Background: an optimization exercise with open tools, aiming at a short achievable clock period and few clock cycles. Do not read the settings as production practice.
Only simulation tests tie the RTL to the original design; equivalence was not proved.
No activity file was given, so power comes from the tool's default toggle rates.

==> flow/design.v <==
module FA(
    output f,cout,
    input x,y,cin
);
    assign f= x ^ y ^ cin;
    assign cout= (x & y) | (x & cin) | (y & cin);
endmodule
/*verilator lint_off UNOPTFLAT*/
module CLU4(
    output [4:1] c,
    input [4:1] p,g,
    input c0
);
    assign c[1]=g[1] | (p[1] & c0);
    genvar i;
    generate
        for (i=2;i<=4;i=i+1) begin
            assign c[i]=g[i] | (p[i] & c[i-1]);
        end
    endgenerate
endmodule
/*verilator lint_off PINMISSING*/
/*verilator lint_off UNOPTFLAT*/
module CLA4(
    output [3:0] f,
    output cout,
    input [3:0] x,y,
    input cin
);
    wire [4:1] p,g;
    wire [4:1] c;
    assign p=x|y;
    assign g=x&y;
    CLU4 gen(
        .c0(cin),
        .p(p),
        .g(g),
        .c(c)
    );
    genvar i;
    FA adder(
        .x(x[0]),
        .y(y[0]),
        .cin(cin),
        .f(f[0])
    );
    generate
        for (i=1;i<=3;i=i+1) begin
            FA adder(
                .x(x[i]),
                .y(y[i]),
                .cin(c[i]),
                .f(f[i])
            );
        end
    endgenerate
    assign cout = c[4];
endmodule
/*verilator lint_off PINMISSING*/
module CLA8(
    output [7:0] f,
    output cout,
    input [7:0] x,y,
    input cin
);
    wire cin2;
    wire [3:0] p,g;
    assign p=x[3:0] | y[3:0];
    assign g=x[3:0] & y[3:0];
    assign cin2=g[3] | (p[3]&g[2]) | (p[3]&p[2]&g[1]) | (p[3]&p[2]&p[1]&g[0]) | (p[3]&p[2]&p[1]&p[0]&cin);
    CLA4 adder_low(
        .x(x[3:0]),
        .y(y[3:0]),
        .cin(cin),
        .f(f[3:0])
    );
    CLA4 adder_high(
        .x(x[7:4]),
        .y(y[7:4]),
        .cin(cin2),
        .f(f[7:4]),
        .cout(cout)
    );
endmodule
module Adder32(
    output [31:0] result,
    output cout,
    input [31:0] x,y,
    input sub
);
    parameter t=32;
    wire [3:0] Gg,Pg;
    wire [7:0] p[3:0],g[3:0];
    wire [4:0] c;
    wire [3:0] cout_temp;
    genvar i;
    generate
        for (i=0;i<=3;i=i+1) begin
            assign p[i]=x[i*8+7:i*8] | y[i*8+7:i*8];
            assign g[i]=x[i*8+7:i*8] & y[i*8+7:i*8];
            assign Pg[i] = (p[i]==8'hff ? 1 : 0);
            assign Gg[i] = g[i][7] | (p[i][7] & g[i][6]) | (p[i][7] & p[i][6] & g[i][5]) | (p[i][7] & p[i][6] & p[i][5] & g[i][4]) 
            | (p[i][7] & p[i][6] & p[i][5] & p[i][4] & g[i][3]) | (p[i][7] & p[i][6] & p[i][5] & p[i][4] & p[i][3] & g[i][2]) | 
            (p[i][7] & p[i][6] & p[i][5] & p[i][4] & p[i][3] & p[i][2] & g[i][1]) | (p[i][7] & p[i][6] & p[i][5] & p[i][4] & p[i][3] & p[i][2] & p[i][1] & p[i][0] & g[i][0]);
        end
    endgenerate
    CLU4 gen(
        .p(Pg),
        .g(Gg),
        .c0(sub),
        .c(c[4:1])
    );
    assign c[0]=sub;
    wire [7:0] ff[3:0];
    generate
        for (i=0;i<=3;i=i+1) begin
            CLA8 adder8(
                .x(x[i*8+7:i*8]),
                .y(y[i*8+7:i*8]),
                .cin(c[i]),
                .cout(cout_temp[i]),
                .f(ff[i])
            );
        end
    endgenerate
    assign result = {ff[3], ff[2], ff[1], ff[0]};
    assign cout = cout_temp[3];
endmodule
module Adder32_p(
    output [31:0] f,
    output OF,SF,CF,ZF,
    output cout,
    input [31:0] x,y,
    input sub
);
    wire [31:0] tmp;
    assign tmp = (sub ? ~y : y);
    Adder32 adder32(
        .x(x),
        .y(tmp),
        .sub(sub),
        .cout(cout),
        .result(f)
    );
    assign OF = (!x[31] & !tmp[31] & f[31]) | (x[31] & tmp[31] & !f[31]);
    assign SF = f[31];
    assign ZF = (f == 32'h00000000 ? 1 : 0);
    assign CF = cout ^ sub;
endmodule
module barrelshift(
    input [31:0] din,
    input [4:0] shamt,
    input AL,
    input LR,
    output reg [31:0] dout
);
    wire sgn; assign sgn = (AL == 1) ? din[31] : 0;
    integer i;
    always @(*) begin
        if (LR == 0) begin  
            for (i = 0; i <= 31; i = i + 1) begin
                if (i >= shamt) dout[i] = din[i - {27'b0, shamt}]; else dout[i] = 0;
            end
        end
        else begin  
            for (i = 0; i <= 31; i= i + 1) begin
                if (i >= 32 - {27'b0, shamt}) dout[i] = sgn; else dout[i] = din[i + {27'b0, shamt}];
            end
        end
    end
endmodule
module mux8(
    input [31:0] a0, a1, a2, a3, a4, a5, a6, a7,
    input [2:0] s,
    output reg [31:0] result
);
    always @(*) begin
        case (s)
            3'b000: result = a0;
            3'b001: result = a1;
            3'b010: result = a2;
            3'b011: result = a3;
            3'b100: result = a4;
            3'b101: result = a5;
            3'b110: result = a6;
            3'b111: result = a7;
        endcase 
    end
endmodule
/*verilator lint_off CASEINCOMPLETE*/
module ALU_signal(
    input [3:0] aluctr,
    output SUBctr,
    output SFTctr,
    output ALctr,
    output reg [2:0] OPctr,
    output SIGctr
);
    assign SUBctr = (aluctr == 4'b0000) ? 0 : 1;
    assign SFTctr = (aluctr == 4'b0001) ? 0 : 1;
    assign ALctr  = (aluctr == 4'b1101) ? 1 : 0;
    assign SIGctr = (aluctr == 4'b0011) ? 0 : 1;
    always @(*) begin
        case(aluctr)
            4'b0000: OPctr = 3'b000;
            4'b0001: OPctr = 3'b100;
            4'b0010: OPctr = 3'b110;
            4'b0011: OPctr = 3'b110;
            4'b0100: OPctr = 3'b011;
            4'b0101: OPctr = 3'b100;
            4'b0110: OPctr = 3'b010;
            4'b0111: OPctr = 3'b001;
            4'b1000: OPctr = 3'b000;
            4'b1101: OPctr = 3'b100;
            4'b1111: OPctr = 3'b101;
            default: OPctr = 3'b000;
        endcase
    end
endmodule
module ALU_RV32(
    input [31:0] da, db,
    input [3:0] aluctr,
    output zero,
    output [31:0] result
);
    wire SUBctr, SFTctr, ALctr, SIGctr; wire [2:0] OPctr;
    ALU_signal sig_generator(
        .aluctr(aluctr),
        .SUBctr(SUBctr),
        .SFTctr(SFTctr),
        .ALctr(ALctr),
        .OPctr(OPctr),
        .SIGctr(SIGctr)
    );
    wire CF, OF, SF, comF, cout;
    wire [31:0] input0, input1, input2, input3, input4, input5, input6, input7;
    Adder32_p adder (
        .sub(SUBctr),
        .x(da),
        .y(db),
        .OF(OF), .SF(SF), .CF(CF), .ZF(zero),
        .f(input0),
        .cout(cout)
    );
    assign input1 = da & db;
    assign input2 = da | db;
    assign input3 = da ^ db;
    barrelshift shift(
        .din(da),
        .shamt(db[4:0]),
        .AL(ALctr),
        .LR(SFTctr),
        .dout(input4)
    );
    assign input5 = db;
    assign comF = (SIGctr == 1) ? (OF ^ SF) : CF;
    assign input6 = (comF == 1) ? 32'h00000001 : 32'h00000000;
    assign input7 = 0;
    mux8 selector (
        .a0(input0), .a1(input1), .a2(input2), .a3(input3),
        .a4(input4), .a5(input5), .a6(input6), .a7(input7),
        .s(OPctr),
        .result(result)
    );
endmodule
/*verilator lint_off CASEINCOMPLETE*/
module CtrSignal(
    input [4:0] op,
    input [2:0] func3,
    input func7,
    input ban,
    output reg [2:0] ExtOp,
    output reg [2:0] Branch,
    output reg [1:0] ALUBSrc,
    output reg [3:0] ALUctr,
    output reg [2:0] MemOp,
    output reg RegWr, MemtoReg, ALUASrc, MemWr
);
    always @(*) begin
        if (ban) begin
            ExtOp = 3'b000;
            Branch = 3'b000;
            ALUBSrc = 2'b00;
            ALUctr = 4'b0000;
            MemOp = 3'b000;
            RegWr = 0;
            MemtoReg = 0;
            ALUASrc = 0;
            MemWr = 0;
        end
        else begin
            ExtOp = 3'b110;
            Branch = 3'b000;
            ALUBSrc = 2'b00;
            ALUctr = 4'b0000;
            MemOp = 3'b000;
            RegWr = 0;
            MemtoReg = 0;
            ALUASrc = 0;
            MemWr = 0;
            case (op)
                5'b01101: begin 
                    ExtOp = 3'b001; RegWr = 1; MemtoReg = 0; MemWr = 0; ALUASrc = 0; ALUBSrc = 2'b01; 
                    Branch = 3'b000; MemOp = 3'b000; ALUctr = 4'b1111;
                end
                5'b00101: begin 
                    ExtOp = 3'b001; RegWr = 1; MemtoReg = 0; MemWr = 0; ALUASrc = 1; ALUBSrc = 2'b01;
                    Branch = 3'b000; MemOp = 3'b000; ALUctr = 4'b0000;
                end
                5'b00100: begin 
                    ExtOp = 3'b000; RegWr = 1; MemtoReg = 0; MemWr = 0; ALUASrc = 0; ALUBSrc = 2'b01;
                    Branch = 3'b000; MemOp = 3'b000;
                    if (func3 != 3'b101) ALUctr = {1'b0, func3}; else ALUctr = {func7, func3};
                end
                5'b01100: begin
                    ExtOp = 3'b101; RegWr = 1; MemtoReg = 0; MemWr = 0; ALUASrc = 0; ALUBSrc = 2'b00;
                    Branch = 3'b000; MemOp = 3'b000; ALUctr = {func7, func3};
                end
                5'b11011: begin 
                    ExtOp = 3'b100; RegWr = 1; MemtoReg = 0; MemWr = 0; ALUASrc = 1; ALUBSrc = 2'b10;
                    Branch = 3'b001; MemOp = 3'b000; ALUctr = 4'b0000;
                end
                5'b11001: begin
                    ExtOp = 3'b000; RegWr = 1; MemtoReg = 0; MemWr = 0; ALUASrc = 1; ALUBSrc = 2'b10;
                    Branch = 3'b010; MemOp = 3'b000; ALUctr = 4'b0000;
                end
                5'b11000: begin
                    ExtOp = 3'b011; RegWr = 0; MemtoReg = 0; MemWr = 0; ALUASrc = 0; ALUBSrc = 2'b00;
                    case (func3)
                        3'b000: Branch = 3'b100;
                        3'b001: Branch = 3'b101;
                        3'b100: Branch = 3'b110;
                        3'b101: Branch = 3'b111;
                        3'b110: Branch = 3'b110;
                        3'b111: Branch = 3'b111;
                    endcase
                    MemOp = 3'b000;
                    if (func3 == 3'b110 || func3 == 3'b111) ALUctr = 4'b0011; else ALUctr = 4'b0010;
                end
                5'b00000: begin
                    ExtOp = 3'b000; RegWr = 1; MemtoReg = 1; MemWr = 0; ALUASrc = 0; ALUBSrc = 2'b01;
                    Branch = 3'b000;
                    case (func3)
                        3'b000: MemOp = 3'b001;
                        3'b001: MemOp = 3'b010;
                        3'b010: MemOp = 3'b000;
                        3'b100: MemOp = 3'b101;
                        3'b101: MemOp = 3'b110;
                    endcase
                    ALUctr = 4'b0000;
                end
                5'b01000: begin
                    ExtOp = 3'b010; RegWr = 0; MemtoReg = 0; MemWr = 1; ALUASrc = 0; ALUBSrc = 2'b01;
                    Branch = 3'b000;
                    case (func3)
                        3'b000: MemOp = 3'b001;
                        3'b001: MemOp = 3'b010;
                        3'b010: MemOp = 3'b000;
                    endcase
                    ALUctr = 4'b0000;
                end
            endcase
        end
    end
endmodule
module InstrToImm(
	input [31:0] instr,
    input [2:0] ExtOp,
    output reg [31:0] imm,
    output reg reada,
    output reg readb,
    output reg protect
);
	always @(*) begin
		case(ExtOp)
			0: begin  
				imm = {{20{instr[31]}}, instr[31:20]};                               
				reada = 1; readb = 0; protect = 1;
			end
			1: begin  
				imm = {instr[31:12], 12'b0};
				reada = 0; readb = 0; protect = 1;
			end
			2: begin  
				imm = {{20{instr[31]}}, instr[31:25], instr[11:7]};                  
				reada = 1; readb = 1; protect = 0;
			end
			3: begin  
				imm = {{20{instr[31]}}, instr[7], instr[30:25], instr[11:8],1'b0};   
				reada = 1; readb = 1; protect = 0;
			end
			4: begin  
				imm = {{12{instr[31]}}, instr[19:12], instr[20], instr[30:21],1'b0}; 
				reada = 0; readb = 0; protect = 0;
			end
			5: begin  
				imm = 0;
				reada = 1; readb = 1; protect = 1;
			end
			default: begin
				imm = 0;
				reada = 0; readb = 0; protect = 0;
			end
		endcase
	end
endmodule
module Regfiles(
    input clk, flush,
    input reada, readb,
    input [4:0] ra,
    input [4:0] rb,
    input we,
    input [4:0] rw,
    input [31:0] busw,
    input protect,
    input [4:0] protectw,
    output reg [31:0] busa,
    output reg [31:0] busb,
    output reg conflict,
    output [31:0] x0 , x1 , x2 , x3 , x4 , x5 , x6 ,  x7,
    output [31:0] x8 , x9 , x10, x11, x12, x13, x14, x15,
    output [31:0] x16, x17, x18, x19, x20, x21, x22, x23,
    output [31:0] x24, x25, x26, x27, x28, x29, x30, x31
);
    reg [31:0] registers[31:0]; integer i;
    reg reg_status[31:0];
    always @(*) begin
        busa = (ra == 5'b00000) ? 32'h00000000 : registers[ra];
        busb = (rb == 5'b00000) ? 32'h00000000 : registers[rb];
    end
    wire write;
    assign write = (we == 1'b1 && rw != 5'b00000);
    always @(posedge clk) begin
        if (write) begin registers[rw] <= busw; reg_status[rw] <= 0; end
        if (flush) begin
            for (i = 0; i <= 31; i = i + 1)
                if (!(write && rw == i[4:0])) reg_status[i] <= 0;
            conflict <= 0;
        end
        else begin
            if (protect && ((!reada || reg_status[ra] == 0) && (!readb || reg_status[rb] == 0)) && reg_status[protectw] == 0 && (!write || (write && protectw != rw)) && protectw != 0) begin
                reg_status[protectw] <= 1;
            end
            conflict <= ((reada && reg_status[ra] == 1) || (readb && reg_status[rb] == 1) || (protect && protectw != 0 && reg_status[protectw] == 1)) ? 1 : 0;
        end
    end
    assign x0 = 32'h00000000; assign x1 = registers[1]; assign x2 = registers[2]; assign x3 = registers[3];
    assign x4 = registers[4]; assign x5 = registers[5]; assign x6 = registers[6]; assign x7 = registers[7];
    assign x8 = registers[8]; assign x9 = registers[9]; assign x10 = registers[10]; assign x11 = registers[11];
    assign x12 = registers[12]; assign x13 = registers[13]; assign x14 = registers[14]; assign x15 = registers[15];
    assign x16 = registers[16]; assign x17 = registers[17]; assign x18 = registers[18]; assign x19 = registers[19];
    assign x20 = registers[20]; assign x21 = registers[21]; assign x22 = registers[22]; assign x23 = registers[23];
    assign x24 = registers[24]; assign x25 = registers[25]; assign x26 = registers[26]; assign x27 = registers[27];
    assign x28 = registers[28]; assign x29 = registers[29]; assign x30 = registers[30]; assign x31 = registers[31];
endmodule
module IF(
    input clk, rst, flush, block,
    input [31:0] inputPC,
    output [31:0] imemaddr,
    input [31:0] imemdataout,
    output [31:0] currentPC,
    output [31:0] snPC,
    output [31:0] currentInstr,
    input in_valid,
    input out_ready,
    output out_valid,
    output in_ready
);
    reg [31:0] PC;
    reg reg_valid_r;
    wire cout, receive_flag, send_flag;
    always @(negedge clk) begin
        reg_valid_r <= 1;
        if (receive_flag) begin
            PC <= inputPC;
        end
    end
    Adder32 snpc_gen (
        .sub(0),
        .x(PC), .y(32'h00000004),
        .result(snPC),
        .cout(cout)
    );
    assign imemaddr = PC;
    assign currentPC = PC;
    assign currentInstr = imemdataout;
    assign send_flag = out_valid & out_ready;
    assign receive_flag = in_valid & in_ready;
    assign out_valid = reg_valid_r & (~block) & (~flush) & (~rst);
    assign in_ready = 1;
endmodule
module ID(
    input clk, flush, block,
    input [31:0] in_instr,
    input [31:0] in_PC,
    input in_RegWr,
    input [31:0] in_busw,
    input [4:0] in_rw,
    output [31:0] currentPC,
    output [31:0] imm,
    output [2:0] Branch,
    output [1:0] ALUBSrc,
    output [3:0] ALUctr,
    output [2:0] MemOp,
    output RegWr, MemtoReg, ALUASrc, MemWr,
    output [31:0] busa, busb,
    output [4:0] rw,
    output blk,
    output done,
    output [31:0] reg00,
    output [31:0] reg01,
    output [31:0] reg02,
    output [31:0] reg03,
    output [31:0] reg04,
    output [31:0] reg05,
    output [31:0] reg06,
    output [31:0] reg07,
    output [31:0] reg08,
    output [31:0] reg09,
    output [31:0] reg10,
    output [31:0] reg11,
    output [31:0] reg12,
    output [31:0] reg13,
    output [31:0] reg14,
    output [31:0] reg15,
    output [31:0] reg16,
    output [31:0] reg17,
    output [31:0] reg18,
    output [31:0] reg19,
    output [31:0] reg20,
    output [31:0] reg21,
    output [31:0] reg22,
    output [31:0] reg23,
    output [31:0] reg24,
    output [31:0] reg25,
    output [31:0] reg26,
    output [31:0] reg27,
    output [31:0] reg28,
    output [31:0] reg29,
    output [31:0] reg30,
    output [31:0] reg31,
    input in_valid,
    input out_ready,
    output out_valid,
    output in_ready
);
    reg reg_valid_r;
    reg [31:0] reg_instr, reg_PC;
    wire receive_flag, send_flag;
    always @(negedge clk) begin
        if (flush) reg_valid_r <= 0;
        else reg_valid_r <= (receive_flag || (reg_valid_r && !send_flag)) ? 1 : 0;
        if (receive_flag) begin
            reg_instr   <= in_instr;
            reg_PC      <= in_PC;
        end
    end
    wire [2:0] ExtOp;
    wire reada, readb, protect;
    CtrSignal CtrSignal(
        .op(reg_instr[6:2]),
        .func3(reg_instr[14:12]),
        .func7(reg_instr[30]),
		.ban(flush),
        .ExtOp(ExtOp),
        .Branch(Branch),
        .ALUBSrc(ALUBSrc),
        .ALUctr(ALUctr),
        .RegWr(RegWr),
        .MemtoReg(MemtoReg),
        .MemOp(MemOp),
        .ALUASrc(ALUASrc),
        .MemWr(MemWr)
    );
    InstrToImm InstrToImm(
        .instr(reg_instr),
        .ExtOp(ExtOp),
        .imm(imm),
        .reada(reada),
        .readb(readb),
        .protect(protect)
    );
    Regfiles Regfiles(
        .clk(clk), .flush(flush),
        .reada(reada), .readb(readb),
        .ra(reg_instr[19:15]),
        .rb(reg_instr[24:20]),
        .we(in_RegWr),
        .busw(in_busw),
        .rw(in_rw),
        .protect(protect & reg_valid_r),
        .protectw(reg_instr[11:7]),
        .busa(busa), .busb(busb),
        .conflict(blk),
        .x0(reg00),
        .x1(reg01),
        .x2(reg02),
        .x3(reg03),
        .x4(reg04),
        .x5(reg05),
        .x6(reg06),
        .x7(reg07),
        .x8(reg08),
        .x9(reg09),
        .x10(reg10),
        .x11(reg11),
        .x12(reg12),
        .x13(reg13),
        .x14(reg14),
        .x15(reg15),
        .x16(reg16),
        .x17(reg17),
        .x18(reg18),
        .x19(reg19),
        .x20(reg20),
        .x21(reg21),
        .x22(reg22),
        .x23(reg23),
        .x24(reg24),
        .x25(reg25),
        .x26(reg26),
        .x27(reg27),
        .x28(reg28),
        .x29(reg29),
        .x30(reg30),
        .x31(reg31)
    );
    assign currentPC = reg_PC;
    assign rw = reg_instr[11:7];
    assign done = (reg_instr == 32'hdead10cc) ? 1 : 0;
    assign send_flag = out_valid & out_ready;
    assign receive_flag = in_valid & in_ready;
    assign out_valid = reg_valid_r & (~block) & (~flush);
    assign in_ready = !reg_valid_r || (reg_valid_r && send_flag);
endmodule
module EX (
    input clk, flush,
    input [31:0] in_busa, in_busb,
    input [4:0] in_rw,
    input [31:0] in_PC,
    input [31:0] in_imm,
    input [2:0] in_Branch,
    input [1:0] in_ALUBSrc,
    input [3:0] in_ALUctr,
    input [2:0] in_MemOp,
    input in_RegWr, in_MemtoReg, in_ALUASrc, in_MemWr,
    input in_done,
    output zero,
    output [31:0] result,
    output [31:0] currentPC,
    output [31:0] imm,
    output [31:0] busa, busb,
    output [4:0] rw,
    output [2:0] Branch,
    output [2:0] MemOp,
    output RegWr, MemtoReg, MemWr,
    output done,
    input in_valid,
    input out_ready,
    output out_valid,
    output in_ready
);
    reg reg_valid_r;
    reg [31:0] reg_PC, reg_imm, reg_busa, reg_busb;
    reg [4:0] reg_rw;
    reg [2:0] reg_Branch;
    reg [1:0] reg_ALUBSrc;
    reg [3:0] reg_ALUctr;
    reg [2:0] reg_MemOp;
    reg reg_RegWr, reg_MemtoReg, reg_ALUASrc, reg_MemWr;
    reg reg_done;
    wire receive_flag, send_flag;
    always @(negedge clk) begin
        if (flush) reg_valid_r <= 0;
        else reg_valid_r <= (receive_flag || (reg_valid_r && !send_flag)) ? 1 : 0;
        if (receive_flag) begin
            reg_PC          <= in_PC;
            reg_imm         <= in_imm;
            reg_busa        <= in_busa;
            reg_busb        <= in_busb;
            reg_rw          <= in_rw;
            reg_Branch      <= in_Branch;
            reg_ALUBSrc     <= in_ALUBSrc;
            reg_ALUctr      <= in_ALUctr;
            reg_MemOp       <= in_MemOp;
            reg_RegWr       <= in_RegWr;
            reg_MemtoReg    <= in_MemtoReg;
            reg_ALUASrc     <= in_ALUASrc;
            reg_MemWr       <= in_MemWr;
            reg_done        <= in_done;
        end
    end
    wire [31:0] ALUa, ALUb;
    assign ALUa = (reg_ALUASrc == 1 ? reg_PC : reg_busa);
    assign ALUb = (reg_ALUBSrc == 2'b00) ? reg_busb : ((reg_ALUBSrc == 2'b01) ? reg_imm : 32'h00000004);
    ALU_RV32 ALU(
        .da(ALUa),
        .db(ALUb),
        .aluctr(reg_ALUctr),
        .result(result),
        .zero(zero)
    );
    assign currentPC = reg_PC;
    assign Branch = reg_Branch;
    assign MemOp = reg_MemOp;
    assign RegWr = reg_RegWr;
    assign MemtoReg = reg_MemtoReg;
    assign MemWr = reg_MemWr;
    assign imm = reg_imm;
    assign busa = reg_busa;
    assign busb = reg_busb;
    assign rw = reg_rw;
    assign done = reg_done;
    assign send_flag = out_valid & out_ready;
    assign receive_flag = in_valid & in_ready;
    assign out_valid = reg_valid_r & (~flush);
    assign in_ready = !reg_valid_r || (reg_valid_r && send_flag);
endmodule
/*verilator lint_off CASEINCOMPLETE*/
module JumpCtr(
    input [2:0] Branch,
    input result0,
    input zero,
    output reg NxtASrc,
    output reg NxtBSrc
);
    always@(*)
        case(Branch)
            3'b000: begin NxtASrc = 0; NxtBSrc = 0; end
            3'b001: begin NxtASrc = 0; NxtBSrc = 1; end
            3'b010: begin NxtASrc = 1; NxtBSrc = 1; end
            3'b100: begin NxtASrc = 0; NxtBSrc = zero; end
            3'b101: begin NxtASrc = 0; NxtBSrc = ~zero; end
            3'b110: begin NxtASrc = 0; NxtBSrc = result0; end
            3'b111: begin NxtASrc = 0; NxtBSrc = zero | (~result0); end
            default: begin NxtASrc = 0; NxtBSrc = 0; end
       endcase
endmodule
/*verilator lint_off PINMISSING*/
module NextAddr(
    input zero,
    input rst,
    input result0,
    input [2:0] Branch,
    input [31:0] imm,
    input [31:0] currentPC,
    input [31:0] busa,
    output [31:0] nextPC
);
    wire NxtASrc, NxtBSrc;
    JumpCtr jumper (
        .zero(zero),
        .result0(result0),
        .Branch(Branch),
        .NxtASrc(NxtASrc),
        .NxtBSrc(NxtBSrc)
    );
    wire [31:0] da, db;
    assign db = (NxtBSrc == 1) ? imm : 32'h00000004;
    assign da = (NxtASrc == 1) ? busa : currentPC;
    Adder32_p adder_jump (
        .x(da),
        .y(db),
        .sub(1'b0),
        .f(nextPC)
    );
endmodule
module M(
    input clk,
    input rst,
    output reg flush,
    input MemWr,
    input [2:0] MemOp,
    input [2:0] Branch,
    input done, 
    input zero,
    input [31:0] Di,
    input [31:0] ALUout,
    input [31:0] imm,
    input [31:0] currentPC,
    input [31:0] busa,
    input MemtoReg,
    input RegWr,
    input [4:0] Rd,
    output reg MemtoReg_o,
    output reg RegWr_o,
    output reg [4:0] Rd_o,
    output reg [31:0] ALUout_o,
	output reg [2:0] Branch_o,
	output reg zero_o,
    output reg done_o,
    output reg [31:0] PC_o,
	output [31:0] dmemaddr,
	input [31:0] dmemdataout,
	output [31:0] dmemdatain,
	output [2:0] dmemop,
	output dmemwe,
    output [31:0] Do,
    input in_valid,
    input out_ready,
    output in_ready,
    output out_valid,
    output [31:0] nextPC
);
    reg reg_valid_r;
    wire send_flag, receive_flag;
    assign send_flag = out_valid & out_ready;
    assign receive_flag = in_valid & in_ready;
    assign out_valid = reg_valid_r & (~rst);
    assign in_ready = !reg_valid_r || (reg_valid_r && send_flag);
    reg we;
    reg [2:0] MemOp_i;
    reg [31:0] Di_i;
    reg [2:0] Branch_i;
    reg [31:0] addr;
    reg zero_i;
    reg [31:0] imm_i;
    reg [31:0] currentPC_i;
    reg [31:0] busa_i;
    always@(negedge clk) begin
        if (rst) reg_valid_r <= 0;
        else reg_valid_r <= (receive_flag || (reg_valid_r && !send_flag)) ? 1 : 0;
        if (receive_flag) begin
            reg_valid_r <= 1'b1;
            MemtoReg_o <= MemtoReg;
            RegWr_o <= RegWr;
            Rd_o <= Rd;
            ALUout_o <= ALUout;
			Branch_o <= Branch;
            we <= MemWr;
            MemOp_i <= MemOp;
            Di_i <= Di;
            Branch_i <= Branch;
            addr <= ALUout;
            zero_i <= zero;
			zero_o <= zero;
            imm_i <= imm;
            currentPC_i <= currentPC;
            busa_i <= busa;
            done_o <= done;
            PC_o <= currentPC;
        end
        else Branch_o <= 0;
        if (rst) begin
            addr <= 32'h00000000;
            MemOp_i <= 3'b000;
        end
        flush <= (receive_flag && Branch != 3'b0) ? 1 : 0;
    end
	assign dmemaddr = addr;
	assign Do = dmemdataout;
	assign dmemdatain = Di_i;
	assign dmemop = MemOp_i;
	assign dmemwe = we & reg_valid_r;
    wire result0 = addr[0];
    NextAddr NextAddr (
		.zero(zero_i),
		.rst(flush),
		.result0(result0),
		.Branch(Branch_i),
		.imm(imm_i),
		.currentPC(currentPC_i),
		.busa(busa_i),
		.nextPC(nextPC)
	);
endmodule
module WB(
    input clk, rst, flush,
    input MemtoReg,
    input RegWr,
    input done,
    input [4:0] Rd,
    input [31:0] Do,
    input [31:0] ALUout,
    input [31:0] currentPC,
    output reg [31:0] Di,
    output reg WE,
    output reg [4:0] Rw,
    output reg wb,
    output reg done_o,
    output reg [31:0] PC_o,
    input in_valid,
    output in_ready
);
    reg reg_valid_r;
    wire receive_flag, send_flag;
    assign send_flag = 1;
    assign receive_flag = in_valid & in_ready;
    assign in_ready = 1'b1;
    always @(negedge clk) begin
        if (rst) reg_valid_r <= 1'b0;
        else reg_valid_r <= (receive_flag || (reg_valid_r && !send_flag)) ? 1 : 0;
        if (receive_flag) begin
            reg_valid_r <= 1'b1;
            Di <= (MemtoReg) ? Do : ALUout;
            WE <= RegWr & (~done);
            Rw <= Rd;
            wb <= 1'b1;
            done_o <= done;
            PC_o <= currentPC;
        end
        else begin
            WE <= 1'b0;
            wb <= 1'b0;
        end
    end
endmodule
module rv32is(
    input 	clk,
	input 	rst,
	output [31:0] imemaddr,
	input  [31:0] imemdataout,
	output [31:0] dmemaddr,
	input  [31:0] dmemdataout,
	output [31:0] dmemdatain,
	output [2:0] dmemop,
	output	dmemwe,
	output reg [31:0] dbg_pc,
	output reg done,
	output reg wb,
	output [31:0] reg00, reg01, reg02, reg03, reg04, reg05, reg06, reg07,
				  reg08, reg09, reg10, reg11, reg12, reg13, reg14, reg15,
				  reg16, reg17, reg18, reg19, reg20, reg21, reg22, reg23,
				  reg24, reg25, reg26, reg27, reg28, reg29, reg30, reg31
);
    reg [31:0] rf [1:31];
    reg        tk_r;
    reg        tk_o;           
    reg [31:0] fa_tr, fa_ntr;
    reg        bv_tr, bv_ntr, ds_tr, ds_ntr, bp_tr, bp_ntr;
    wire [31:0] fa = tk_r ? fa_tr : fa_ntr;    
    reg [31:0] bpc;         
    wire       bvalid = tk_r ? bv_tr : bv_ntr;   
    wire       dspec  = tk_r ? ds_tr : ds_ntr;   
    wire       bpred  = tk_r ? bp_tr : bp_ntr;   
    reg        btb_v;
    reg [31:0] btb_pc, btb_tgt;
    reg        bi_v;                
    reg [31:0] bi_pc, bi_tgt;
    reg        e_vp, e_kl;             
    wire       e_valid = e_vp & ~e_kl;
    reg [31:0] e_a, e_b, e_imm, e_target, e_pc, e_pcp4, e_eval;
    reg        s_add, s_sub, s_sll, s_slt, s_sltu, s_xor, s_srl, s_sra, s_or, s_and;
    reg        c_eq, c_ne, c_lt, c_ge, c_ltu, c_geu;
    reg        kp_fb, kp_brr, kp_jalr, kp_jale, kp_bp;
    wire       k_fb   = kp_fb   & ~e_kl;   
    wire       k_brr  = kp_brr  & ~e_kl;   
    wire       k_jalr = kp_jalr & ~e_kl;   
    wire       k_jale = kp_jale & ~e_kl;   
    wire       k_bp   = kp_bp   & ~e_kl;   
    reg        e_back;                 
    reg        e_zaddi;                
    reg [31:0] e_nimm;
    reg        kp_ebi;
    wire       k_ebi  = kp_ebi  & ~e_kl;   
    reg        e_ld, e_st, e_link, e_halt, e_wen, e_early;
    reg [4:0]  e_rd;
    reg [2:0]  e_mop;
    reg        m_valid, m_wen, m_ld, m_we, m_halt;
    reg [4:0]  m_rd;
    reg [31:0] m_result, m_addr, m_sdata, m_pc;
    reg [2:0]  m_mop;
    reg        w_valid, w_wen, w_ld, w_halt;
    reg [4:0]  w_rd;
    reg [31:0] w_result, w_pc;
    wire [31:0] d_ins = imemdataout;
    wire [31:0] d_pc  = bpc;
    wire        d_valid = bvalid;
    wire        d_free  = ~dspec;                  
    wire [6:0]  d_opc = d_ins[6:0];
    wire [4:0]  d_rd  = d_ins[11:7];
    wire [2:0]  d_f3  = d_ins[14:12];
    wire [4:0]  d_rs1 = d_ins[19:15];
    wire [4:0]  d_rs2 = d_ins[24:20];
    wire op_lui   = d_opc == 7'b0110111;
    wire op_auipc = d_opc == 7'b0010111;
    wire op_jal   = d_opc == 7'b1101111;
    wire op_jalr  = d_opc == 7'b1100111;
    wire op_br    = d_opc == 7'b1100011;
    wire op_ld    = d_opc == 7'b0000011;
    wire op_st    = d_opc == 7'b0100011;
    wire op_alui  = d_opc == 7'b0010011;
    wire op_alur  = d_opc == 7'b0110011;
    wire op_halt  = d_ins == 32'hdead10cc;
    wire use1 = op_jalr | op_br | op_ld | op_st | op_alui | op_alur;
    wire use2 = op_br | op_st | op_alur;
    wire d_wen = (op_lui | op_auipc | op_jal | op_jalr | op_ld | op_alui | op_alur) & (d_rd != 5'd0);
    wire [31:0] immI = {{20{d_ins[31]}}, d_ins[31:20]};
    wire [31:0] immS = {{20{d_ins[31]}}, d_ins[31:25], d_ins[11:7]};
    wire [31:0] immB = {{20{d_ins[31]}}, d_ins[7], d_ins[30:25], d_ins[11:8], 1'b0};
    wire [31:0] immJ = {{12{d_ins[31]}}, d_ins[19:12], d_ins[20], d_ins[30:21], 1'b0};
    wire [31:0] immU = {d_ins[31:12], 12'b0};
    wire triv     = op_jal ? (immJ == 32'd4) : (immB == 32'd4);
    wire [19:0] pc_hi   = d_pc[31:12];
    wire [19:0] pc_hip  = d_pc[31:12] + 20'd1;
    wire [19:0] pc_him  = d_pc[31:12] - 20'd1;
    wire [12:0] tb_lo   = {1'b0, d_pc[11:0]} + {1'b0, immB[11:0]};
    wire [31:0] tgtB    = {immB[31] ? (tb_lo[12] ? pc_hi : pc_him) : (tb_lo[12] ? pc_hip : pc_hi), tb_lo[11:0]};
    wire [11:0] pc_hjp  = d_pc[31:20] + 12'd1;
    wire [11:0] pc_hjm  = d_pc[31:20] - 12'd1;
    wire [20:0] tj_lo   = {1'b0, d_pc[19:0]} + {1'b0, immJ[19:0]};
    wire [31:0] tgtJ    = {immJ[31] ? (tj_lo[20] ? d_pc[31:20] : pc_hjm) : (tj_lo[20] ? pc_hjp : d_pc[31:20]), tj_lo[19:0]};
    wire [31:0] tgtU    = {d_pc[31:12] + d_ins[31:12], d_pc[11:0]};
    wire [31:0] d_target = op_jal ? tgtJ : tgtB;
    wire        j_early  = e_valid & e_wen & e_early & (e_rd == d_rs1);
    wire [19:0] ev_hip   = e_eval[31:12] + 20'd1;
    wire [19:0] ev_him   = e_eval[31:12] - 20'd1;
    wire [12:0] tr_lo    = {1'b0, e_eval[11:0]} + {1'b0, immI[11:0]};
    wire [31:0] j_target = {immI[31] ? (tr_lo[12] ? e_eval[31:12] : ev_him) : (tr_lo[12] ? ev_hip : e_eval[31:12]), tr_lo[11:0]};
    wire [31:0] A = e_a;
    wire [31:0] B = e_b;
    wire [31:0] agu = A + e_imm;
    wire        eq  = A == B;
    wire        ltu = A < B;
    wire        lt  = (A[31] ^ B[31]) ? A[31] : ltu;
    wire signed [31:0] As = A;
    wire [31:0] sra = As >>> B[4:0];
    wire taken = (c_eq & eq) | (c_ne & ~eq) | (c_lt & lt) | (c_ge & ~lt) |
                 (c_ltu & ltu) | (c_geu & ~ltu);
    wire [31:0] e_res = ({32{s_add}}  & (A + B)) |
                        ({32{s_sub}}  & (A - B)) |
                        ({32{s_sll}}  & (A << B[4:0])) |
                        ({32{s_slt}}  & {31'd0, lt}) |
                        ({32{s_sltu}} & {31'd0, ltu}) |
                        ({32{s_xor}}  & (A ^ B)) |
                        ({32{s_srl}}  & (A >> B[4:0])) |
                        ({32{s_sra}}  & sra) |
                        ({32{s_or}}   & (A | B)) |
                        ({32{s_and}}  & (A & B)) |
                        ({32{e_link}} & e_pcp4);
    wire [31:0] w_wdata = w_ld ? dmemdataout : w_result;
    wire e_hit1 = e_valid & e_wen & (e_rd == d_rs1);
    wire e_hit2 = e_valid & e_wen & (e_rd == d_rs2);
    wire m_hit1 = m_valid & m_wen & (m_rd == d_rs1);
    wire m_hit2 = m_valid & m_wen & (m_rd == d_rs2);
    wire w_hit1 = w_valid & w_wen & (w_rd == d_rs1);
    wire w_hit2 = w_valid & w_wen & (w_rd == d_rs2);
    wire [1023:0] rfv;
    assign rfv[31:0] = 32'd0;
    genvar gi;
    generate for (gi = 1; gi < 32; gi = gi + 1) begin : rfr
        assign rfv[gi*32 +: 32] = rf[gi];
    end endgenerate
    wire [31:0] rf1 = rfv[d_rs1*32 +: 32];
    wire [31:0] rf2 = rfv[d_rs2*32 +: 32];
    wire sa_e = use1 & e_hit1;
    wire sa_m = use1 & ~e_hit1 & m_hit1;
    wire sa_w = use1 & ~e_hit1 & ~m_hit1 & w_hit1;
    wire sa_r = use1 & ~e_hit1 & ~m_hit1 & ~w_hit1;
    wire sa_p = op_auipc;
    wire sb_e = use2 & e_hit2;
    wire sb_m = use2 & ~e_hit2 & m_hit2;
    wire sb_w = use2 & ~e_hit2 & ~m_hit2 & w_hit2;
    wire sb_r = use2 & ~e_hit2 & ~m_hit2 & ~w_hit2;
    wire sb_u = op_lui | op_auipc;
    wire sb_i = ~use2 & ~sb_u;
    wire [31:0] a_next = ({32{sa_e}} & e_res) | ({32{sa_m}} & m_result) | ({32{sa_w}} & w_wdata) |
                         ({32{sa_r}} & rf1)   | ({32{sa_p}} & d_pc);
    wire [31:0] b_next = ({32{sb_e}} & e_res) | ({32{sb_m}} & m_result) | ({32{sb_w}} & w_wdata) |
                         ({32{sb_r}} & rf2)   | ({32{sb_u}} & immU)     | ({32{sb_i}} & immI);
    wire stall = d_valid & ((use1 & ((e_hit1 & e_ld) | (m_hit1 & m_ld))) |
                            (use2 & ((e_hit2 & e_ld) | (m_hit2 & m_ld))));
    wire d_jal = d_valid & op_jal & ~triv & d_free;               
    wire d_jr  = d_valid & op_jalr & j_early & d_free;            
    wire e_zero = e_a == e_nimm;
    wire eb_c   = op_br & (d_f3[2:1] == 2'b00) & e_valid & e_wen & e_zaddi &
                  (((d_rs2 == 5'd0) & (d_rs1 == e_rd)) | ((d_rs1 == 5'd0) & (d_rs2 == e_rd)));
    wire eb_tk  = d_f3[0] ? ~e_zero : e_zero;
    wire d_eb   = d_valid & op_br & ~triv & d_free & eb_c;
    wire d_ebt  = d_eb & eb_tk & ~bpred;                           
    wire d_ebn  = d_eb & ~eb_tk & bpred;                           
    wire d_bp  = d_valid & op_br  & ~triv & d_free & bpred & ~eb_c;    
    wire d_fb  = d_valid & op_br  & ~triv & d_free & ~bpred & ~eb_c;   
    wire kill_nt = k_jalr | k_jale;                      
    wire kill_t  = kill_nt | k_brr | k_fb;               
    wire        bhit   = btb_v & (btb_pc == fa);
    wire [31:0] fa_seq = bhit ? btb_tgt : fa + 32'd4;
    wire [31:0] bpc4   = bpc + 32'd4;
    reg [31:0] fa_d; reg bv_d, ds_d, bp_d;
    always @(*) begin
        ds_d = 1'b0; bp_d = 1'b0;
        if (stall)      begin fa_d = bpc;                      bv_d = 1'b0; end
        else if (d_jal) begin fa_d = tgtJ;                     bv_d = 1'b0; end
        else if (d_jr)  begin fa_d = {j_target[31:1], 1'b0};   bv_d = 1'b0; end
        else if (d_ebt) begin fa_d = tgtB;                     bv_d = 1'b0; end
        else if (d_ebn) begin fa_d = bpc4;                     bv_d = 1'b0; end
        else if (d_fb)  begin fa_d = tgtB;                     bv_d = 1'b1; ds_d = 1'b1; end
        else            begin fa_d = fa_seq;                   bv_d = 1'b1; bp_d = bhit; end
    end
    wire [31:0] fa_e = k_jalr ? {agu[31:1], 1'b0} : e_target;    
    wire [31:0] fa_t = (kill_nt | k_brr) ? fa_e : k_fb ? fa_seq : fa_d;
    wire        bv_t = (kill_nt | k_brr) ? 1'b0 : k_fb ? 1'b1 : bv_d;
    wire        ds_t = kill_t ? 1'b0 : ds_d;
    wire        bp_t = (kill_nt | k_brr) ? 1'b0 : k_fb ? bhit : bp_d;
    wire [31:0] fa_nt = kill_nt ? fa_e : k_fb ? (stall ? bpc : bpc4) : k_bp ? e_pcp4 : fa_d;
    wire        bv_nt = (kill_nt | k_fb | k_bp) ? 1'b0 : bv_d;
    wire        ds_nt = (kill_nt | k_fb | k_bp) ? 1'b0 : ds_d;
    wire        bp_nt = (kill_nt | k_fb | k_bp) ? 1'b0 : bp_d;
    wire        killd  = taken ? kill_t : (kill_nt | k_bp);
    wire        dgo    = d_valid & ~stall;                
    assign imemaddr = tk_o ? fa_tr : fa_ntr;
    assign dmemaddr   = m_addr;
    assign dmemop     = m_mop;
    assign dmemdatain = m_sdata;
    assign dmemwe     = m_we;
    always @(posedge clk) begin
        if (rst) begin
            tk_r   <= 1'b0;
            fa_tr  <= 32'h80000000;
            fa_ntr <= 32'h80000000;
            bv_tr  <= 1'b0;
            bv_ntr <= 1'b0;
            ds_tr  <= 1'b0;
            ds_ntr <= 1'b0;
            bp_tr  <= 1'b0;
            bp_ntr <= 1'b0;
            btb_v  <= 1'b0;
            bi_v   <= 1'b0;
        end else begin
            tk_r   <= taken;
            fa_tr  <= fa_t;
            fa_ntr <= fa_nt;
            bv_tr  <= bv_t;
            bv_ntr <= bv_nt;
            ds_tr  <= ds_t;
            ds_ntr <= ds_nt;
            bp_tr  <= bp_t;
            bp_ntr <= bp_nt;
            bi_v   <= ((k_fb | k_brr) & taken & e_back) | k_ebi;
            if (bi_v) begin
                btb_v   <= 1'b1;
                btb_pc  <= bi_pc;
                btb_tgt <= bi_tgt;
            end
        end
        bpc <= fa;
        tk_o <= taken;             
        bi_pc  <= e_pc;
        bi_tgt <= e_target;
    end
    always @(posedge clk) begin
        if (rst) begin
            e_vp    <= 1'b0;
            e_kl    <= 1'b0;
            kp_fb   <= 1'b0;
            kp_brr  <= 1'b0;
            kp_jalr <= 1'b0;
            kp_jale <= 1'b0;
            kp_bp   <= 1'b0;
            kp_ebi  <= 1'b0;
        end else begin
            e_vp    <= dgo;
            e_kl    <= killd;
            kp_ebi  <= dgo & d_eb & eb_tk & immB[31];
            kp_bp   <= dgo & d_bp;
            kp_fb   <= dgo & d_fb;
            kp_brr  <= dgo & op_br & ~triv & ~d_free;
            kp_jalr <= dgo & op_jalr & ~d_jr;
            kp_jale <= dgo & op_jal & ~triv & ~d_free;
        end
        e_pc    <= d_pc;
        e_pcp4  <= d_pc + 32'd4;
        e_a     <= a_next;
        e_b     <= b_next;
        e_imm   <= op_st ? immS : immI;
        e_target <= d_target;
        s_add   <= op_lui | op_auipc | ((op_alui | op_alur) & (d_f3 == 3'b000) & ~(op_alur & d_ins[30]));
        s_sub   <= op_alur & (d_f3 == 3'b000) & d_ins[30];
        s_sll   <= (op_alui | op_alur) & (d_f3 == 3'b001);
        s_slt   <= (op_alui | op_alur) & (d_f3 == 3'b010);
        s_sltu  <= (op_alui | op_alur) & (d_f3 == 3'b011);
        s_xor   <= (op_alui | op_alur) & (d_f3 == 3'b100);
        s_srl   <= (op_alui | op_alur) & (d_f3 == 3'b101) & ~d_ins[30];
        s_sra   <= (op_alui | op_alur) & (d_f3 == 3'b101) & d_ins[30];
        s_or    <= (op_alui | op_alur) & (d_f3 == 3'b110);
        s_and   <= (op_alui | op_alur) & (d_f3 == 3'b111);
        c_eq    <= op_br & (d_f3 == 3'b000);
        c_ne    <= op_br & (d_f3 == 3'b001);
        c_lt    <= op_br & (d_f3 == 3'b100);
        c_ge    <= op_br & (d_f3 == 3'b101);
        c_ltu   <= op_br & (d_f3 == 3'b110);
        c_geu   <= op_br & (d_f3 == 3'b111);
        e_ld    <= op_ld;
        e_st    <= op_st;
        e_link  <= op_jal | op_jalr;
        e_halt  <= op_halt;
        e_wen   <= d_wen;
        e_rd    <= d_rd;
        e_mop   <= {op_ld & d_f3[2], (d_f3[1:0] == 2'b01), (d_f3[1:0] == 2'b00)};
        e_early <= op_lui | op_auipc;
        e_eval  <= op_lui ? immU : tgtU;
        e_back  <= immB[31];
        e_zaddi <= op_alui & (d_f3 == 3'b000);
        e_nimm  <= 32'd0 - immI;
    end
    always @(posedge clk) begin
        if (rst) begin
            m_valid <= 1'b0;
            m_we    <= 1'b0;
            m_addr  <= 32'd0;
            m_mop   <= 3'b000;
        end else begin
            m_valid <= e_valid;
            m_we    <= e_valid & e_st;
            m_addr  <= agu;
            m_mop   <= e_mop;
        end
        m_wen    <= e_wen;
        m_ld     <= e_ld;
        m_rd     <= e_rd;
        m_halt   <= e_halt;
        m_pc     <= e_pc;
        m_result <= e_res;
        m_sdata  <= B;
    end
    always @(posedge clk) begin
        if (rst) w_valid <= 1'b0;
        else     w_valid <= m_valid;
        w_wen    <= m_wen;
        w_ld     <= m_ld;
        w_rd     <= m_rd;
        w_halt   <= m_halt;
        w_pc     <= m_pc;
        w_result <= m_result;
    end
    always @(posedge clk) begin
        if (w_valid & w_wen) rf[w_rd] <= w_wdata;
    end
    always @(posedge clk) begin
        if (rst) wb <= 1'b0;
        else     wb <= w_valid;
        dbg_pc <= w_pc;
        done   <= w_halt;
    end
    assign reg00 = 32'd0;
    assign reg01 = rf[1];  assign reg02 = rf[2];  assign reg03 = rf[3];
    assign reg04 = rf[4];  assign reg05 = rf[5];  assign reg06 = rf[6];  assign reg07 = rf[7];
    assign reg08 = rf[8];  assign reg09 = rf[9];  assign reg10 = rf[10]; assign reg11 = rf[11];
    assign reg12 = rf[12]; assign reg13 = rf[13]; assign reg14 = rf[14]; assign reg15 = rf[15];
    assign reg16 = rf[16]; assign reg17 = rf[17]; assign reg18 = rf[18]; assign reg19 = rf[19];
    assign reg20 = rf[20]; assign reg21 = rf[21]; assign reg22 = rf[22]; assign reg23 = rf[23];
    assign reg24 = rf[24]; assign reg25 = rf[25]; assign reg26 = rf[26]; assign reg27 = rf[27];
    assign reg28 = rf[28]; assign reg29 = rf[29]; assign reg30 = rf[30]; assign reg31 = rf[31];
endmodule
==> flow/flow/run.sh <==
#!/bin/bash
set -euo pipefail
export SETUP_SLACK_MARGIN=$(cat flow/margin.txt)
export BUFFER_PORTS_ARGS="-buffer_cell sky130_fd_sc_hd__buf_4"
bash standard.sh > flow_make.log 2>&1
==> flow/flow/margin.txt <==
6
==> flow/standard.sh <==
#!/bin/bash
# synth_recipe.tcl (not shown) runs the flow's synth.tcl, then flattens the netlist and writes it again
# the make line also repeats each setting of config.mk as NAME=value (left out here)
make -C /OpenROAD-flow-scripts/flow DESIGN_CONFIG=/design/flow/config.mk WORK_HOME=/design/flow/orfs CLKGATE_MAP_FILE= SYNTH_SCRIPT=/design/flow/synth_recipe.tcl "${@:-finish}"
==> flow/config.mk <==
export PLATFORM = sky130hd
export DESIGN_NAME = rv32is
export DESIGN_NICKNAME = rv32is
export VERILOG_FILES = /design/flow/design.v
export SDC_FILE = /design/flow/constraint.sdc
export NUM_CORES = 4
export LEC_CHECK = 0
export CAP_MARGIN = 20
export CORE_MARGIN = 2
export CORE_UTILIZATION = 40
export SLEW_MARGIN = 20
export TNS_END_PERCENT = 100
==> flow/constraint.sdc <==
create_clock -name core_clock -period 9.0 [get_ports {clk}]
set_input_delay 1.8000 -clock core_clock [delete_from_list [all_inputs] [get_ports {clk}]]
set_output_delay 1.8000 -clock core_clock [all_outputs]
set_load 0.01 [all_outputs]
==> notes.md, run 1 <==
Status = no timing/DRC/antenna violations
Global-route wire length before repair = 752000 um
Crit end category = register
Die area = 0.220 mm2
Inst Count DP = 10582
GRT busiest layer = met2
Startpoint types = primary input
Commonest cells after routing, fill and taps aside = buf_4 (1659), buf_6 (1311), edfxtp_1 (1055)
Leakage = 52.4 nW
Final Core Density = 0.625
Met1 usage = 0.612
DRT iter0 DRCs = 15242
Share of cells above drive strength 1 = 0.534
Starting Density = 0.403
Wirelength per Cell = 46.7 um
Dpl hpwl = 411000 um
Post-synthesis sequential area ratio = 0.513
Via density = 6.85
Power Total = 0.0196 W
Drt first pass iters = 10
Routed Antenna Nets = 0
Worst setup margin = 4830 ps
CTS Root Buffer Type = clkbuf_16
Worst hold path class = reg -> reg
Seq cells post-synth = 1693
Commonest non-fill, non-tap cell in the layout = buf_4
Clock tree from TritonCTS = yes
Core Area = 0.215 mm2
Clock transition at path regs = 60 ps
Clock latency on the worst-skew pair = 920 ps
Critical path arrival = 4940 ps
Max_slew headroom = 0.191
Slew Viols, Final = 0
Synth Warn # = 1
Post-synth EDFFs = 1055
Setup Viol. Count Final = 0
Final wirelength = 598000 um
Vias in the first global route = 78029
Crit path launch = imemdataout[21]
CTS max path bufs = 3
Clock Sink Count = 1693
Setup TNS = 0 ps
Initial antenna violation count = 78
CP required = 9770 ps
Fmax = 240 MHz
Die height = 469 um
Num rows = 170
Post-route insts no fill = 12802
Worst Path Max Fanout = 4
Final nets = 10024
Maximum vdd ir drop = 231 uV
Post-placement worst setup slack = 2730 ps
Final setup skew = 82.4 ps
Met2 Usage GRT = 0.711
Minimum clock period = 4170 ps
Max Cap Viol = 0
IO Count = 1224
Total track usage = 0.511
Actual slew at the worst max-slew pin = 1210 ps
Total number of vias = 87695
RSZ-0062 raised after global routing = true
Post-synth ARST share = 0
Chip width = 469 um
DRC errors left = 0
Avg Cell Area, Syn = 12.6 um2
Placer's final routability congestion estimate = 1.07
Hold Path Origin = w_pc[20]
Synth-to-Final Area Change = 55.2%
Reg2reg start = e_a[13]
Mapped Cells = 6851
Final Hold Fails = 0
Post-Syn Area = 0.0866 mm2
Setup CP Type = in -> reg
Pwr dens = 146 mW/mm2
Ys flop type = edfxtp_1
M3 GR Usage = 0.195
CTS H-tree lvls = 4
Fin crit share = 0.463
Largest net degree at the start of global routing = 71
Remaining Overflow, GRT = 0
Port Buf Inserts = 1191
Netlist cell types = 96
Clock buffer count from CTS = 183
-- kinds of logic after synthesis --
| group | count (synthesis) | synth area share |
|---|---|---|
| buffers and inverters | 728 | 0.0344 |
| xor gates and xnor gates | 315 | 0.0318 |
| AOI/OAI and AO/OA | 1429 | 0.107 |
| muxes | 944 | 0.200 |
| adders and majority gates | 193 | 0.0285 |
| DFF | 1693 | 0.513 |
| and+or+nand+nor | 1548 | 0.0845 |
| other | 1 | 0.0000433 |
-- critical path, stage by stage --
cell and delay (ps):
buf_16 110, clkinvlp_4 110, fa_2 410, nand2b_4 180, a21oi_4 140, o211ai_1 90, buf_4 170, o21a_4 240
buf_6 120, nor3_2 240, a41oi_2 190, xor2_2 250, o221a_2 300, o21ai_2 200, o21ai_0 120, a211oi_1 230
-- flip-flops by register name, indices dropped and copies added, names as in the netlist, 32 cells and up --
name	flops
e_a	32
rf	992
m_result	32
btb_pc	32
bi_tgt	32
fa_tr	32
bpc	32
e_b	32
w_result	32
w_pc	32
dbg_pc	32
fa_ntr	32
e_eval	32
e_pcp4	32
m_addr	32
m_sdata	32
-- final timing paths --
check / endpoint / slack (ps) / cells after the start
worst max register to register: fa_tr[28] / 4970 / 13
worst max-delay path: fa_ntr[21] / 4830 / 16
worst min register to register: dbg_pc[20] / 320 / 0
worst min-delay path: dbg_pc[20] / 320 / 0
-- what timing repair did --
item	in CTS	in global routing
hold buffers	0	0
gates cloned	67	22
pin swaps	298	255
gates resized for setup	2372	522
buffers inserted	1233	514
endpoints found under the setup margin	1514	1365
-- Yosys cell counts, drive strengths merged, types with 36 or more instances --
master     n  area share
o211ai    50      0.0043
o21ai    365       0.021
buf      196       0.011
a21o      40      0.0035
inv      197      0.0085
ha       186       0.027
mux2      90       0.012
o22ai     37      0.0027
nand2    426       0.018
mux2i    238       0.028
or3       38      0.0027
a221oi    54      0.0055
o21a      46      0.0040
and2      36      0.0026
nor3     113      0.0067
a211oi    51      0.0045
a222oi    45      0.0052
a31oi     42      0.0030
edfxtp  1055        0.37
xnor2    202       0.020
o221ai    42      0.0042
dfxtp    638        0.15
nor2     489       0.021
a21oi    400       0.023
mux4     616        0.16
nand4     51      0.0037
clkbuf   331       0.014
xor2     113       0.011
nand3    119      0.0069
nor4      57      0.0041
-- final cells by class --
type	count	area (um2)
clock inverters	118	1500
clock buffers	229	4940
well taps	2838	3550
repair buffers	3217	32900
inverters	201	872
diodes	37	92.6
multi-input cells	4466	45800
fillers	16379	80600
flip-flops and latches	1693	44700
repair inverters	3	48.8
-- power breakdown --
group / switching [W] / internal (W)
logic: 0.00164 / 0.00107
registers: 0.000175 / 0.00837
clock network: 0.00359 / 0.00473
total: 0.00540 / 0.0142
-- stage by stage --
stage / hold slack (ps) / instance area, um2
after floorplan: 310 / 89000
after global placement: 310 / 99800
after detailed placement: 312 / 99800
after CTS: 321 / 127000
after global routing: 329 / 134000
final: 318 / 134000
-- metal layers --
metal,vias to the layer above,share of wire
met1,43941,0.33
met5,-,0.00068
li1,32466,-
met2,8772,0.40
met3,2468,0.15
met4,48,0.12
Testbench counts, summed over its fixed seeds: cycles 28,424.
==> run 2, diff against run 1 <==
--- a/flow/config.mk
+++ b/flow/config.mk
@@ -9,3 +9,3 @@
 export CORE_MARGIN = 2
-export CORE_UTILIZATION = 40
+export CORE_UTILIZATION = 33
 export SLEW_MARGIN = 20
==> run 2 against run 1 <==
Against the previous run: synthesized cell count unchanged; sequential power about the same; setup slack worse by 48 ps; synthesized area unchanged; die area up 21%; global-route usage down 8.9 points; cell count up 5.6%.
==> notes.md, run 2 <==
Clock transition at path regs = 60 ps (about the same)
Dpl hpwl = 403000 um (-2.1%)
Max Cap Viol = 0 (unchanged)
Placer's final routability congestion estimate = 1.06 (-1.5%)
Worst Setup EP = e_b[8]
Crit-path leading delay family = compound AO/OA/AOI/OAI gates
Reg-to-Reg End = fa_ntr[22]
Area occupied by multi-input gates = 0.0461 mm2 (+0.67%)
Die height = 516 um (+10%)
Critical path arrival = 4840 ps (-100 ps)
Hold Path Origin = e_target[13]
Pwr dens = 144 mW/mm2 (-0.96%)
Synth top cells by count = edfxtp_1 (1055), dfxtp_1 (638), mux4_2 (616), nor2_1 (488), nand2_1 (426)
Fmax = 237 MHz (-1.1%)
Worst hold path class = reg -> reg
Seq cells post-synth = 1693 (unchanged)
Share of cells above drive strength 1 = 0.537 (+0.00239)
Global-route wire length before repair = 749000 um (-0.48%)
Synth Warn # = 1 (unchanged)
Total track usage = 0.422 (-0.0888)
Clock Sink Count = 1693 (unchanged)
Starting Density = 0.331 (-0.0720)
Total number of vias = 86268 (-1.6%)
Most frequent CP cell = buf_6
CTS H-tree lvls = 4 (unchanged)
Post-Syn Area = 0.0866 mm2 (unchanged)
Leakage = 52.8 nW (+0.76%)
Post-synth ARST share = 0 (unchanged)
Setup TNS = 0 ps (unchanged)
Die area = 0.267 mm2 (+21%)
Wirelength per Cell = 43.6 um (-6.6%)
Largest net degree at the start of global routing = 67 (-5.6%)
Maximum vdd ir drop = 198 uV (-14%)
Final nets = 10054 (+0.30%)
Core Area = 0.262 mm2 (+22%)
CTS max path bufs = 3 (unchanged)
Actual slew at the worst max-slew pin = 1330 ps (+113 ps)
DRT iter0 DRCs = 14633 (-4.0%)
RSZ-0062 raised after global routing = true
Yosys top cell by area = edfxtp_1
Crit-path slowest cell = a222oi_1
Drt first pass iters = 9 (-1)
Status = no timing/DRC/antenna violations
Slowest cell delay on critical path = 1050 ps (+640 ps)
Chip width = 516 um (+10%)
Clock buffer count from CTS = 189 (+3.3%)
CP required = 9630 ps (-140 ps)
Crit end category = register
Synth-to-Final Area Change = 57.5%
Fin crit share = 0.468 (+0.00538)
Critical path depth in cells = 12 (-4)
Reg2reg start = tk_r
Startpoint types = primary input
Top-area cell type share of the netlist area = 0.366 (unchanged)
Reg area = 0.0447 mm2 (about the same)
CTS Root Buffer Type = clkbuf_16
Filler cell count = 21946 (+34%)
Ys flop type = edfxtp_1
Clock tree from TritonCTS = yes
Final wirelength = 590000 um (-1.3%)
Top reg by flops = rf
Max_slew headroom = 0.116 (-0.0752)
Final setup skew = 125 ps (+42.7 ps)
Final Hold Fails = 0 (unchanged)
Via density = 6.38 (-6.9%)
IO Count = 1224 (unchanged)
Setup Viol. Count Final = 0 (unchanged)
Max reg flops = 992 (unchanged)
Post-synth EDFFs = 1055 (unchanged)
Routed Antenna Nets = 0 (unchanged)
Crit path launch = imemdataout[20]
Area contributors post-synth = edfxtp_1 (37%), mux4_2 (16%), dfxtp_1 (15%)
Clock latency on the worst-skew pair = 970 ps (+50 ps)
Port Buf Inserts = 1191 (unchanged)
Buffers plus inverters on the worst setup path = 5 (+1)
Remaining Overflow, GRT = 0 (unchanged)
R2R Setup Slk = 4950 ps (-20 ps)
Avg Cell Area, Syn = 12.6 um2 (unchanged)
Slew Viols, Final = 0 (unchanged)
Commonest non-fill, non-tap cell in the layout = buf_4
Critical path, cell by cell = buf_16 -> buf_6 -> buf_6 -> buf_6 -> xnor2_2 -> nand4_1 -> or2_4 -> nor3b_4 -> and2_4 -> buf_12 -> a222oi_1 -> o221ai_1
Mapped Cells = 6851 (unchanged)
Commonest cells after routing, fill and taps aside = buf_4 (1669), buf_6 (1294), edfxtp_1 (1055)
Setup CP Type = in -> reg
WHS = 311 ps (-6.76 ps)
Num rows = 188 (+11%)
Most frequent cell after synthesis = edfxtp_1
Post-synthesis sequential area ratio = 0.513 (unchanged)
Minimum clock period = 4210 ps (+48.4 ps)
Initial antenna violation count = 61 (-22%)
Worst Path Max Fanout = 6 (+2)
FF-to-FF path depth = 17 (+4)
DRC errors left = 0 (unchanged)
Vias in the first global route = 78271 (+0.31%)
Netlist cell types = 96 (unchanged)
run 2: cell counts after synthesis:
Identical to the previous run, type by type.
run 2: final cells by class:
cell class	instances	area share
timing repair inverter	2	0.000128
tap	3515	0.0322
inverter	201	0.00620
clock inverter	114	0.0107
antenna	45	0.000826
sequential	1693	0.328
timing repair buffer	3245	0.246
clock buffer	243	0.0380
multi-input combinational	4463	0.338
run 2: how the worst min path moves through the flow:
stage | end | slack [ps] | depth (start not counted)
3_5_place_dp | m_pc[18] | 310 | 0
6_report | bi_tgt[13] | 310 | 0
2_1_floorplan | dbg_pc[0] | 310 | 0
4_1_cts | bi_tgt[13] | 280 | 0
3_3_place_gp | m_pc[8] | 310 | 0
5_1_grt | bi_tgt[13] | 310 | 0
run 2: what timing repair did:
item | in CTS | in global routing
resized for setup | 2485 | 479
pin swaps | 358 | 302
setup buffers | 1261 | 497
hold buffers | 0 | 0
cloned | 89 | 11
endpoints found under the setup margin | 1401 | 1425
run 2: power breakdown:
group          switching [W]  internal [W]  leakage, nW  total (W)
registers           0.000165       0.00837         14.8    0.00854
logic                0.00167       0.00111         34.8    0.00278
clock network        0.00366       0.00470         3.16    0.00836
total                0.00549        0.0142         52.8     0.0197
run 2: kinds of logic (layout without fill, tap and decap cells):
kind of cell / after synthesis / after routing / share of synthesized area
AOI/OAI and AO/OA: 1429 / 1429 / 0.107
xor gates and xnor gates: 315 / 315 / 0.0318
adders and majority gates: 193 / 193 / 0.0285
buffers and inverters: 728 / 3805 / 0.0344
DFF: 1693 / 1693 / 0.513
muxes: 944 / 944 / 0.200
other: 1 / 77 / 0.0000433
and+or+nand+nor: 1548 / 1550 / 0.0845
run 2: worst register-to-register path, delay by kind of cell, from the launching register on:
kind	cells	cell delay, ps
AND/OR/NAND/NOR	5	1190
XOR/XNOR	1	140
multiplexers	1	250
buffers and inverters	4	650
flip-flops	1	360
adder cells (fa/ha/maj)	1	220
AO/OA/AOI/OAI	5	1060
run 2: metal layers:
| layer | wire [um] | global-route usage |
|---|---|---|
| met5 | 327 | 0.00270 |
| met1 | 194000 | 0.489 |
| met4 | 72000 | 0.400 |
| met2 | 243000 | 0.603 |
| met3 | 80900 | 0.151 |
run 2: through the flow:
step           area, um2  std cells  utilization  total power, W  setup slack, ps
2_1_floorplan      89000       6882            -         0.00975             4330
3_3_place_gp      101000      11258        0.384          0.0106             2450
3_5_place_dp      101000      11259        0.384          0.0106             3020
4_1_cts           130000      12966        0.496          0.0193             4950
5_1_grt           136000      13494        0.521          0.0200             4850
6_report          136000      13521        0.521          0.0197             4790
==> run 3, diff against run 2 <==
--- a/flow/design.v
+++ b/flow/design.v
@@ -927,3 +927,2 @@
     reg        tk_r;
-    reg        tk_o;           
     reg [31:0] fa_tr, fa_ntr;
@@ -1100,3 +1099,3 @@
     wire        dgo    = d_valid & ~stall;                
-    assign imemaddr = tk_o ? fa_tr : fa_ntr;
+    assign imemaddr = fa;
     assign dmemaddr   = m_addr;
@@ -1136,3 +1135,2 @@
         bpc <= fa;
-        tk_o <= taken;             
         bi_pc  <= e_pc;
--- a/flow/config.mk
+++ b/flow/config.mk
@@ -7,6 +7,6 @@
 export LEC_CHECK = 0
-export CAP_MARGIN = 20
+export CAP_MARGIN = 40
 export CORE_MARGIN = 2
-export CORE_UTILIZATION = 33
-export SLEW_MARGIN = 20
+export CORE_UTILIZATION = 40
+export SLEW_MARGIN = 40
 export TNS_END_PERCENT = 100
==> run 3 against run 2 <==
Against the previous run: synthesized area down 0.63%; synthesized cell count down 0.99%; largest power group unchanged; largest cell class unchanged; first-iteration DRC count up 5.1%; sequential power about the same; die area down 18%.
==> notes.md, run 3 <==
Status = no timing/DRC/antenna violations
Switching share of power = 0.278 (-0.00115)
Slew Viols, Final = 0 (unchanged)
Fin crit share = 0.467 (-0.000962)
Commonest cells after routing, fill and taps aside = buf_4 (1636), buf_6 (1312), edfxtp_1 (1055)
Vias in the first global route = 78141 (-0.17%)
Initial antenna violation count = 78 (+28%)
Slowest cell delay on critical path = 520 ps (-530 ps)
Min-Delay Endpoint = dbg_pc[23]
Total track usage = 0.510 (+0.0881)
Internal power = 0.0139 W (-1.7%)
Top reg by flops = rf
FF-to-FF path depth = 16 (-1)
Critical path, cell by cell = buf_16 -> or4_4 -> or3_4 -> a21oi_4 -> buf_6 -> buf_6 -> a211oi_4 -> and3_4 -> a21oi_4 -> buf_12 -> buf_12 -> a211o_1 -> a21oi_2 -> a211oi_2 -> o31ai_1 -> a221o_1
Max Cap Viol = 0 (unchanged)
Most frequent cell after synthesis = edfxtp_1
Num rows = 170 (-9.6%)
Crit-path leading delay family = compound AO/OA/AOI/OAI gates
Chip width = 468 um (-9.4%)
Buffers plus inverters on the worst setup path = 5 (unchanged)
Leakage = 53.1 nW (+0.70%)
R2R Setup Slk = 4830 ps (-120 ps)
CTS max path bufs = 3 (unchanged)
Avg Cell Area, Syn = 12.7 um2 (+0.36%)
Final Hold Fails = 0 (unchanged)
Post-synth ARST share = 0 (unchanged)
Routed Antenna Nets = 0 (unchanged)
Via density = 6.76 (+5.9%)
Commonest non-fill, non-tap cell in the layout = buf_4
CTS Root Buffer Type = clkbuf_16
Netlist cell types = 109 (+14%)
CTS H-tree lvls = 4 (unchanged)
Placed cell areas = 0.100 mm2 (-0.67%)
Reg-to-Reg End = fa_tr[11]
Port Buf Inserts = 1191 (unchanged)
Fin area = 0.135 mm2 (-1.2%)
Ys flop type = edfxtp_1
Area occupied by multi-input gates = 0.0455 mm2 (-1.3%)
Worst setup margin = 4790 ps (+8.66 ps)
Core Area = 0.214 mm2 (-18%)
Actual slew at the worst max-slew pin = 1010 ps (-314 ps)
DRT iter0 DRCs = 15379 (+5.1%)
Final wirelength = 586000 um (-0.64%)
Largest net degree at the start of global routing = 64 (-4.5%)
Post-synth EDFFs = 1055 (unchanged)
Crit path launch = imemdataout[27]
Post-route insts no fill = 12789 (-5.4%)
Post-Syn Area = 0.0861 mm2 (-0.63%)
Setup Viol. Count Final = 0 (unchanged)
Minimum clock period = 4210 ps (-8.66 ps)
Drt first pass iters = 10 (+1)
Setup TNS = 0 ps (unchanged)
Top-area cell type share of the netlist area = 0.368 (+0.00233)
Pwr dens = 143 mW/mm2 (-0.62%)
Comb pwr share = 0.143 (+0.002)
Maximum vdd ir drop = 225 uV (+14%)
Clock latency on the worst-skew pair = 920 ps (-50 ps)
Final setup skew = 79.5 ps (-45.5 ps)
Clock transition at path regs = 60 ps (about the same)
Total number of vias = 86421 (+0.18%)
Remaining Overflow, GRT = 0 (unchanged)
Final nets = 10000 (-0.54%)
Starting Density = 0.402 (+0.0710)
Clock buffer count from CTS = 185 (-2.1%)
Startpoint types = primary input
Filler cell count = 16112 (-27%)
Sequential power share = 0.441 (+0.007)
Area contributors post-synth = edfxtp_1 (37%), mux4_2 (16%), dfxtp_1 (15%)
Synth-to-Final Area Change = 56.6%
Clock Sink Count = 1692 (-0.059%)
Wirelength per Cell = 45.8 um (+5.1%)
[run 3: cell types whose count changed after synthesis, moves of 13 or more]
cell and change:
a21o_1 +13, a21oi_1 -66, a222oi_1 -13, a22o_1 +18, buf_1 -20, mux2_2 -28, nand2_1 +91, nor2_1 -63
o221ai_1 -14, o31ai_1 +15, xor2_1 -16
[run 3: worst max-delay path by stage]
stage	endpoint	cells past startpoint
finish	fa_ntr[9]	16
global route	fa_ntr[9]	16
CTS	fa_ntr[19]	15
detailed placement	e_b[4]	9
global placement	fa_ntr[29]	12
floorplan	fa_ntr[19]	16
[run 3: power groups by stage]
| stage | logic, W | registers [W] | clock network, W |
|---|---|---|---|
| floorplan | 0.00117 | 0.00860 | 0 |
| global placement | 0.00191 | 0.00867 | 0 |
| detailed placement | 0.00193 | 0.00867 | 0 |
| CTS | 0.00248 | 0.00851 | 0.00793 |
| global route | 0.00277 | 0.00852 | 0.00826 |
| finish | 0.00277 | 0.00852 | 0.00803 |
[run 3: kinds of logic after synthesis]
kind of cell             synth area share
multiplexers                        0.195
AO/OA/AOI/OAI                       0.111
adder cells (fa/ha/maj)            0.0287
buffers and inverters              0.0338
other                           0.0000436
XOR/XNOR                           0.0305
AND/OR/NAND/NOR                    0.0849
flip-flops                          0.516
[run 3: what timing repair did]
| item | CTS | global route |
|---|---|---|
| gates cloned | 92 | 15 |
| resized for setup | 2440 | 445 |
| setup endpoints to repair | 1369 | 1381 |
| pin swaps | 371 | 270 |
| buffers inserted | 1243 | 504 |
[run 3: final cells by class]
type	count	area share
Antenna cell	51	0.000947
Clock buffer	244	0.0377
Clock inverter	102	0.00855
Inverter	207	0.00624
Multi-Input combinational cell	4421	0.337
Sequential cell	1692	0.332
Tap cell	2838	0.0263
Timing Repair Buffer	3234	0.251
[run 3: metal layers]
layer,vias up,routed length (um),track usage
met1,42941,194000,0.608
met4,32,68400,0.434
met3,2529,88600,0.208
met2,8584,235000,0.713
li1,32335,-,-
met5,-,294,0.000220
[run 3: metrics by stage]
stage | total power (W) | hold WS [ps]
6_report | 0.0193 | 326
5_1_grt | 0.0195 | 328
4_1_cts | 0.0189 | 326
3_5_place_dp | 0.0106 | 312
3_3_place_gp | 0.0106 | 310
2_1_floorplan | 0.00977 | 310
Testbench counts of run 3, summed over its fixed seeds: cycles 28,424.

Setup slack of run 3, layout unchanged: 4.795 ns with ideal ports, 4.590 ns with driving cells assumed (clock clkbuf_16, inputs buf_2), 3.599 ns with port delays also shifted by the 0.991 ns mid clock arrival.
